This design comes from an exercise in tuning for small area on the open sky130 flow, not from production work. Function was checked by simulation only, so behaviour that the tests miss may differ from the original. Power and IR drop assume default switching activity.

## exp/nickel
==> flow/design.v <==
module peripheral_gpio_apb4 #(
  PDATA_SIZE = 32,   
  PADDR_SIZE = 8
) (
  input                         PRESETn,
  input                         PCLK,
  input                         PSEL,
  input                         PENABLE,
  input      [PADDR_SIZE  -1:0] PADDR,
  input                         PWRITE,
  input      [PDATA_SIZE/8-1:0] PSTRB,
  input      [PDATA_SIZE  -1:0] PWDATA,
  output reg [PDATA_SIZE  -1:0] PRDATA,
  output                        PREADY,
  output                        PSLVERR,
  output reg irq_o,
  input      [PDATA_SIZE  -1:0] gpio_i,
  output reg [PDATA_SIZE  -1:0] gpio_o,
  output reg [PDATA_SIZE  -1:0] gpio_oe
);
  localparam W  = PDATA_SIZE;
  localparam NB = PDATA_SIZE / 8;
  assign PREADY  = 1'b1;
  assign PSLVERR = 1'b0;
  wire rst = ~PRESETn;
  wire wr  = PSEL & PENABLE & PWRITE;
  wire a_mode = (PADDR == 0);
  wire a_dir  = (PADDR == 1);
  wire a_out  = (PADDR == 2) | (PADDR == 3);
  wire a_type = (PADDR == 4);
  wire a_lvl0 = (PADDR == 5);
  wire a_lvl1 = (PADDR == 6);
  wire a_stat = (PADDR == 7);
  wire a_ena  = (PADDR == 8);
  reg  [W-1:0] rd_q;
  wire [W-1:0] rdat = rd_q & {W{PRESETn}};   
  reg          pw_mode, pw_dir, pw_out, pw_type, pw_lvl0, pw_lvl1, pw_ena;
  reg [NB-1:0] pw_strb;
  reg [W-1:0] mode_q, dir_q, out_q, type_q, lvl0_q, lvl1_q, ena_q;
  reg [W-1:0] stat_q;
  reg [W-1:0] s1, s2, in_q, dly1, dly2;
  wire [W-1:0] mode_d, dir_d, out_d, type_d, lvl0_d, lvl1_d, ena_d;
  genvar b;
  generate
    for (b = 0; b < NB; b = b + 1) begin : g_byte
      wire e_mode = rst | (pw_mode & pw_strb[b]);
      wire e_dir  = rst | (pw_dir  & pw_strb[b]);
      wire e_out  = rst | (pw_out  & pw_strb[b]);
      wire e_type = rst | (pw_type & pw_strb[b]);
      wire e_lvl0 = rst | (pw_lvl0 & pw_strb[b]);
      wire e_lvl1 = rst | (pw_lvl1 & pw_strb[b]);
      wire e_ena  = rst | (pw_ena  & pw_strb[b]);
      assign mode_d[b*8+:8] = e_mode ? rdat[b*8+:8] : mode_q[b*8+:8];
      assign dir_d [b*8+:8] = e_dir  ? rdat[b*8+:8] : dir_q [b*8+:8];
      assign out_d [b*8+:8] = e_out  ? rdat[b*8+:8] : out_q [b*8+:8];
      assign type_d[b*8+:8] = e_type ? rdat[b*8+:8] : type_q[b*8+:8];
      assign lvl0_d[b*8+:8] = e_lvl0 ? rdat[b*8+:8] : lvl0_q[b*8+:8];
      assign lvl1_d[b*8+:8] = e_lvl1 ? rdat[b*8+:8] : lvl1_q[b*8+:8];
      assign ena_d [b*8+:8] = e_ena  ? rdat[b*8+:8] : ena_q [b*8+:8];
    end
  endgenerate
  wire [W-1:0] clr;
  generate
    for (b = 0; b < NB; b = b + 1) begin : g_clr
      assign clr[b*8+:8] = PWDATA[b*8+:8] & {8{wr & a_stat & PSTRB[b]}};
    end
  endgenerate
  wire [W-1:0] lvl_val = (type_d & dly1) | (~type_d & in_q);
  wire [W-1:0] hit     = (lvl1_d & lvl_val) | (lvl0_d & ~lvl_val);
  wire [W-1:0] tr      = hit & (~type_d | (dly1 ^ dly2));
  wire [W-1:0] stat_d  = (stat_q & ~(clr | {W{rst}})) | tr;
  reg [W-1:0] rsel;
  always @(*) begin
    case (PADDR)
      0:       rsel = mode_d;
      1:       rsel = dir_d;
      2:       rsel = out_d;
      3:       rsel = in_q;
      4:       rsel = type_d;
      5:       rsel = lvl0_d;
      6:       rsel = lvl1_d;
      7:       rsel = stat_q;
      8:       rsel = ena_d;
      default: rsel = {W{1'b0}};
    endcase
  end
  always @(posedge PCLK) begin
    rd_q    <= wr ? PWDATA : rsel;
    pw_mode <= wr & a_mode;
    pw_dir  <= wr & a_dir;
    pw_out  <= wr & a_out;
    pw_type <= wr & a_type;
    pw_lvl0 <= wr & a_lvl0;
    pw_lvl1 <= wr & a_lvl1;
    pw_ena  <= wr & a_ena;
    pw_strb <= PSTRB;
    mode_q <= mode_d;
    dir_q  <= dir_d;
    out_q  <= out_d;
    type_q <= type_d;
    lvl0_q <= lvl0_d;
    lvl1_q <= lvl1_d;
    ena_q  <= ena_d;
    stat_q <= stat_d;
    s1   <= gpio_i;
    s2   <= s1;
    in_q <= s2;
    dly1 <= in_q;
    dly2 <= dly1;
  end
  always @(*) begin
    PRDATA  = rd_q;
    gpio_o  = out_q & ~mode_q;
    gpio_oe = dir_q & ~(mode_q & out_q);
  end
  always @(posedge PCLK, negedge PRESETn) begin
    if (!PRESETn) irq_o <= 1'b0;
    else          irq_o <= |(ena_d & stat_q);
  end
endmodule
Settings: LEC_CHECK=0, CAP_MARGIN=20, CORE_MARGIN=2, CORE_UTILIZATION=40, SLEW_MARGIN=20; clock period 5.0 ns.
standard.sh (not shown) runs the stock make flow with config.mk's settings and CLKGATE_MAP_FILE= SYNTH_SCRIPT=/design/flow/synth_recipe.tcl, a recipe that flattens the netlist after the stock synthesis.
==> flow/flow/run.sh <==
#!/bin/bash
# The standard layout (standard.sh), with these changes to how it is made:
# - synthesis: the same script, but ABC maps the logic with flow/area.abc
#   (Yosys's own ABC script) instead of the flow's speed script;
# - port buffers are buf_1 cells instead of the cell buffer_ports picks;
# - the clock tree uses one buffer type, set clustering, and no dummy loads.
# Each tool's output is in the ORFS logs under orfs/logs; make's own output
# is in flow_make.log.
set -euo pipefail
W=$(pwd)
CTS_BUF=${CTS_BUF:-sky130_fd_sc_hd__clkbuf_8}
CTS_SIZE=${CTS_SIZE:-16}
CTS_DIAM=${CTS_DIAM:-80}

cat > "$W/area_synth.tcl" <<EOT
# ABC with another script; everything else as in synth_recipe.tcl
proc abc {args} {
  set i [lsearch -exact \$args -script]
  if { \$i >= 0 } { set args [lreplace \$args \$i [expr { \$i + 1 }]] }
  yosys abc -script $W/flow/area.abc {*}\$args
}
source $W/synth_recipe.tcl
EOT
sed "s#SYNTH_SCRIPT=[^ ]*#SYNTH_SCRIPT=$W/area_synth.tcl#" standard.sh > area_standard.sh
grep -q "SYNTH_SCRIPT=$W/area_synth.tcl" area_standard.sh

export BUFFER_PORTS_ARGS="-buffer_cell sky130_fd_sc_hd__buf_1"
export CTS_ARGS="-sink_clustering_enable -repair_clock_nets -sink_clustering_size $CTS_SIZE -sink_clustering_max_diameter $CTS_DIAM -buf_list $CTS_BUF -dont_use_dummy_load"
bash area_standard.sh finish > flow_make.log 2>&1
==> flow/flow/area.abc <==
strash
&get -n
&fraig -x
&put
scorr
dc2
dretime
strash
&get -n
&dch -f
&nf -R 1000
&put
The following lists how exp/amber was set up differently from exp/nickel:
--- a/flow/design.v
+++ b/flow/design.v
@@ -70,21 +70,19 @@
   wire [W-1:0] tr      = hit & (~type_d | (dly1 ^ dly2));
   wire [W-1:0] stat_d  = (stat_q & ~(clr | {W{rst}})) | tr;
-  reg [W-1:0] rsel;
-  always @(*) begin
-    case (PADDR)
-      0:       rsel = mode_d;
-      1:       rsel = dir_d;
-      2:       rsel = out_d;
-      3:       rsel = in_q;
-      4:       rsel = type_d;
-      5:       rsel = lvl0_d;
-      6:       rsel = lvl1_d;
-      7:       rsel = stat_q;
-      8:       rsel = ena_d;
-      default: rsel = {W{1'b0}};
-    endcase
-  end
+  wire        wsel = wr;
+  wire        rdok = ~wr;
+  wire [W-1:0] rsel =
+      ({W{rdok & (PADDR == 0)}} & mode_d) |
+      ({W{rdok & (PADDR == 1)}} & dir_d) |
+      ({W{rdok & (PADDR == 2)}} & out_d) |
+      ({W{rdok & (PADDR == 3)}} & in_q) |
+      ({W{rdok & (PADDR == 4)}} & type_d) |
+      ({W{rdok & (PADDR == 5)}} & lvl0_d) |
+      ({W{rdok & (PADDR == 6)}} & lvl1_d) |
+      ({W{rdok & (PADDR == 7)}} & stat_q) |
+      ({W{rdok & (PADDR == 8)}} & ena_d) |
+      ({W{wsel}} & PWDATA);
   always @(posedge PCLK) begin
-    rd_q    <= wr ? PWDATA : rsel;
+    rd_q    <= rsel;
     pw_mode <= wr & a_mode;
     pw_dir  <= wr & a_dir;
Results
- Between exp/nickel and exp/amber, the cell count went down.
- Comparing worst slew slack as a fraction of its limit for exp/nickel and exp/amber, the bigger number came from exp/nickel.
- Total instance count after detailed placement was higher in exp/nickel than in exp/amber.
- Power: exp/amber draws less than exp/nickel
- exp/amber — total number of vias about 0.4% lower, exp/nickel as reference
- Comparing exp/amber against exp/nickel, there is no change at all in setup TNS after final layout.
- Comparing exp/nickel and exp/amber, the higher maximum frequency is on exp/amber.
- From exp/nickel to exp/amber the numbers moved as follows: non-clock buffer total of the final layout shows a reduction of 0.50%; worst hold margin shows an increase of 0.0087 ns.

the baseline:
peripheral_gpio_apb4 with an RTL version that a note above also has.
Size: about 1600 cells after synthesis, roughly 460 flip-flops, about 15000 um^2 of cells after synthesis.
==> module peripheral_gpio_apb4, before the edit <==
module peripheral_gpio_apb4 #(
  PDATA_SIZE = 32,   
  PADDR_SIZE = 8
) (
  input                         PRESETn,
  input                         PCLK,
  input                         PSEL,
  input                         PENABLE,
  input      [PADDR_SIZE  -1:0] PADDR,
  input                         PWRITE,
  input      [PDATA_SIZE/8-1:0] PSTRB,
  input      [PDATA_SIZE  -1:0] PWDATA,
  output reg [PDATA_SIZE  -1:0] PRDATA,
  output                        PREADY,
  output                        PSLVERR,
  output reg irq_o,
  input      [PDATA_SIZE  -1:0] gpio_i,
  output reg [PDATA_SIZE  -1:0] gpio_o,
  output reg [PDATA_SIZE  -1:0] gpio_oe
);
  localparam W  = PDATA_SIZE;
  localparam NB = PDATA_SIZE / 8;
  assign PREADY  = 1'b1;
  assign PSLVERR = 1'b0;
  wire rst = ~PRESETn;
  wire wr  = PSEL & PENABLE & PWRITE;
  wire a_mode = (PADDR == 0);
  wire a_dir  = (PADDR == 1);
  wire a_out  = (PADDR == 2) | (PADDR == 3);
  wire a_type = (PADDR == 4);
  wire a_lvl0 = (PADDR == 5);
  wire a_lvl1 = (PADDR == 6);
  wire a_stat = (PADDR == 7);
  wire a_ena  = (PADDR == 8);
  reg  [W-1:0] rd_q;
  wire [W-1:0] rdat = rd_q & {W{PRESETn}};   
  reg          pw_mode, pw_dir, pw_out, pw_type, pw_lvl0, pw_lvl1, pw_ena;
  reg [NB-1:0] pw_strb;
  reg [W-1:0] mode_q, dir_q, out_q, type_q, lvl0_q, lvl1_q, ena_q;
  reg [W-1:0] stat_q;
  reg [W-1:0] s1, s2, in_q, dly1, dly2;
  wire [W-1:0] mode_d, dir_d, out_d, type_d, lvl0_d, lvl1_d, ena_d;
  genvar b;
  generate
    for (b = 0; b < NB; b = b + 1) begin : g_byte
      wire e_mode = rst | (pw_mode & pw_strb[b]);
      wire e_dir  = rst | (pw_dir  & pw_strb[b]);
      wire e_out  = rst | (pw_out  & pw_strb[b]);
      wire e_type = rst | (pw_type & pw_strb[b]);
      wire e_lvl0 = rst | (pw_lvl0 & pw_strb[b]);
      wire e_lvl1 = rst | (pw_lvl1 & pw_strb[b]);
      wire e_ena  = rst | (pw_ena  & pw_strb[b]);
      assign mode_d[b*8+:8] = e_mode ? rdat[b*8+:8] : mode_q[b*8+:8];
      assign dir_d [b*8+:8] = e_dir  ? rdat[b*8+:8] : dir_q [b*8+:8];
      assign out_d [b*8+:8] = e_out  ? rdat[b*8+:8] : out_q [b*8+:8];
      assign type_d[b*8+:8] = e_type ? rdat[b*8+:8] : type_q[b*8+:8];
      assign lvl0_d[b*8+:8] = e_lvl0 ? rdat[b*8+:8] : lvl0_q[b*8+:8];
      assign lvl1_d[b*8+:8] = e_lvl1 ? rdat[b*8+:8] : lvl1_q[b*8+:8];
      assign ena_d [b*8+:8] = e_ena  ? rdat[b*8+:8] : ena_q [b*8+:8];
    end
  endgenerate
  wire [W-1:0] clr;
  generate
    for (b = 0; b < NB; b = b + 1) begin : g_clr
      assign clr[b*8+:8] = PWDATA[b*8+:8] & {8{wr & a_stat & PSTRB[b]}};
    end
  endgenerate
  wire [W-1:0] lvl_val = (type_d & dly1) | (~type_d & in_q);
  wire [W-1:0] hit     = (lvl1_d & lvl_val) | (lvl0_d & ~lvl_val);
  wire [W-1:0] tr      = hit & (~type_d | (dly1 ^ dly2));
  wire [W-1:0] stat_d  = (stat_q & ~(clr | {W{rst}})) | tr;
  wire        wsel = wr;
  wire        rdok = ~wr;
  wire [W-1:0] rsel =
      ({W{rdok & (PADDR == 0)}} & mode_d) |
      ({W{rdok & (PADDR == 1)}} & dir_d) |
      ({W{rdok & (PADDR == 2)}} & out_d) |
      ({W{rdok & (PADDR == 3)}} & in_q) |
      ({W{rdok & (PADDR == 4)}} & type_d) |
      ({W{rdok & (PADDR == 5)}} & lvl0_d) |
      ({W{rdok & (PADDR == 6)}} & lvl1_d) |
      ({W{rdok & (PADDR == 7)}} & stat_q) |
      ({W{rdok & (PADDR == 8)}} & ena_d) |
      ({W{wsel}} & PWDATA);
  always @(posedge PCLK) begin
    rd_q    <= rsel;
    pw_mode <= wr & a_mode;
    pw_dir  <= wr & a_dir;
    pw_out  <= wr & a_out;
    pw_type <= wr & a_type;
    pw_lvl0 <= wr & a_lvl0;
    pw_lvl1 <= wr & a_lvl1;
    pw_ena  <= wr & a_ena;
    pw_strb <= PSTRB;
    mode_q <= mode_d;
    dir_q  <= dir_d;
    out_q  <= out_d;
    type_q <= type_d;
    lvl0_q <= lvl0_d;
    lvl1_q <= lvl1_d;
    ena_q  <= ena_d;
    stat_q <= stat_d;
    s1   <= gpio_i;
    s2   <= s1;
    in_q <= s2;
    dly1 <= in_q;
    dly2 <= dly1;
  end
  always @(*) begin
    PRDATA  = rd_q;
    gpio_o  = out_q & ~mode_q;
    gpio_oe = dir_q & ~(mode_q & out_q);
  end
  always @(posedge PCLK, negedge PRESETn) begin
    if (!PRESETn) irq_o <= 1'b0;
    else          irq_o <= |(ena_d & stat_q);
  end
endmodule
export LEC_CHECK = 0
export CAP_MARGIN = 20
export CORE_MARGIN = 2
export CORE_UTILIZATION = 40
export SLEW_MARGIN = 20
create_clock -name core_clock -period 5.0 [get_ports {PCLK}]
==> flow/flow/area.abc <==
strash
&get -n
&fraig -x
&put
scorr
dc2
dretime
strash
&get -n
&dch -f
&nf -R 1000 -p -F 8 -A 4 -C 32
&put
Scripts as last shown in full above: flow/flow/run.sh
Input-level comparison between the candidate and the baseline:
-- flow/design.v --
<<< the baseline, line 24
  assign PSLVERR = 1'b0;
  wire rst = ~PRESETn;
  wire wr  = PSEL & PENABLE & PWRITE;
  wire a_mode = (PADDR == 0);
  wire a_dir  = (PADDR == 1);
>>> the candidate, line 24
  assign PSLVERR = 1'b0;
  wire rst = ~PRESETn;
  wire wr  = PSEL & PENABLE & PWRITE & PRESETn;   
  wire a_mode = (PADDR == 0);
  wire a_dir  = (PADDR == 1);
==> comparison <==
Via count, the candidate and the baseline: larger value in the baseline. Against the baseline, power consumption in the candidate fell slightly. The candidate -> the baseline: post-CTS clock slew at the launch and capture registers of the worst setup and hold paths flat. In summary, the candidate completed successfully, with a layout that passed the timing, design-rule and antenna checks. [compare] base=the baseline new=the candidate: cell area was more or less identical; critical path depth fell by 3; ratio of total power to cell area -0.49%. For the total met2 wirelength after detailed routing, the candidate came in 1.7% lower than the baseline did. The candidate ended up with met5 as its top routing layer in use; the baseline ended up with met4. Post-detailed-route via-to-cell ratio, the candidate and the baseline: lower on the baseline. Total wire length after detailed routing, the candidate vs the baseline: down slightly. The post-synthesis simple-gate area fraction of the candidate is higher than that of the baseline. Re non-clock buffer area fraction after layout: the candidate is 0.24 points up on the baseline. The combinational logic power of the candidate falls short of that of the baseline by about 10%. Maximum number of pins on one net before global-route repair for the candidate: 8 down relative to the baseline.

==> static timing again, ports no longer ideal <==
The results above use ideal ports. As a check the final layouts listed here were re-extracted and re-timed, cells and wires unchanged. Step 1 (the two cells are an assumption about what drives the block):
set clk [get_ports {PCLK}]
set_driving_cell -lib_cell sky130_fd_sc_hd__clkbuf_16 $clk
set_driving_cell -lib_cell sky130_fd_sc_hd__buf_2 [delete_from_list [all_inputs] $clk]
Step 2 adds t to the input delays and takes it off the output delays; t is the mean of the earliest and latest rising clock arrival at the registers after step 1. Input paths then give back, and output paths get back, about the clock's delay inside the block. Three values: no drivers, after step 1, after step 2; two values: the first two.
| run | t, ns | setup WS [ns] | pins driven straight from the clock port |
|---|---|---|---|
| exp/nickel | 0.621 | 1.784 / 1.812 / 1.191 | 1 |
| exp/amber | 0.619 | 1.794 / 1.819 / 1.201 | 1 |
| the baseline | 0.609 | 1.745 / 1.770 / 1.160 | 1 |
| the candidate | 0.607 | 1.701 / 1.730 / 1.122 | 1 |
After both steps every run listed still meets setup and hold.
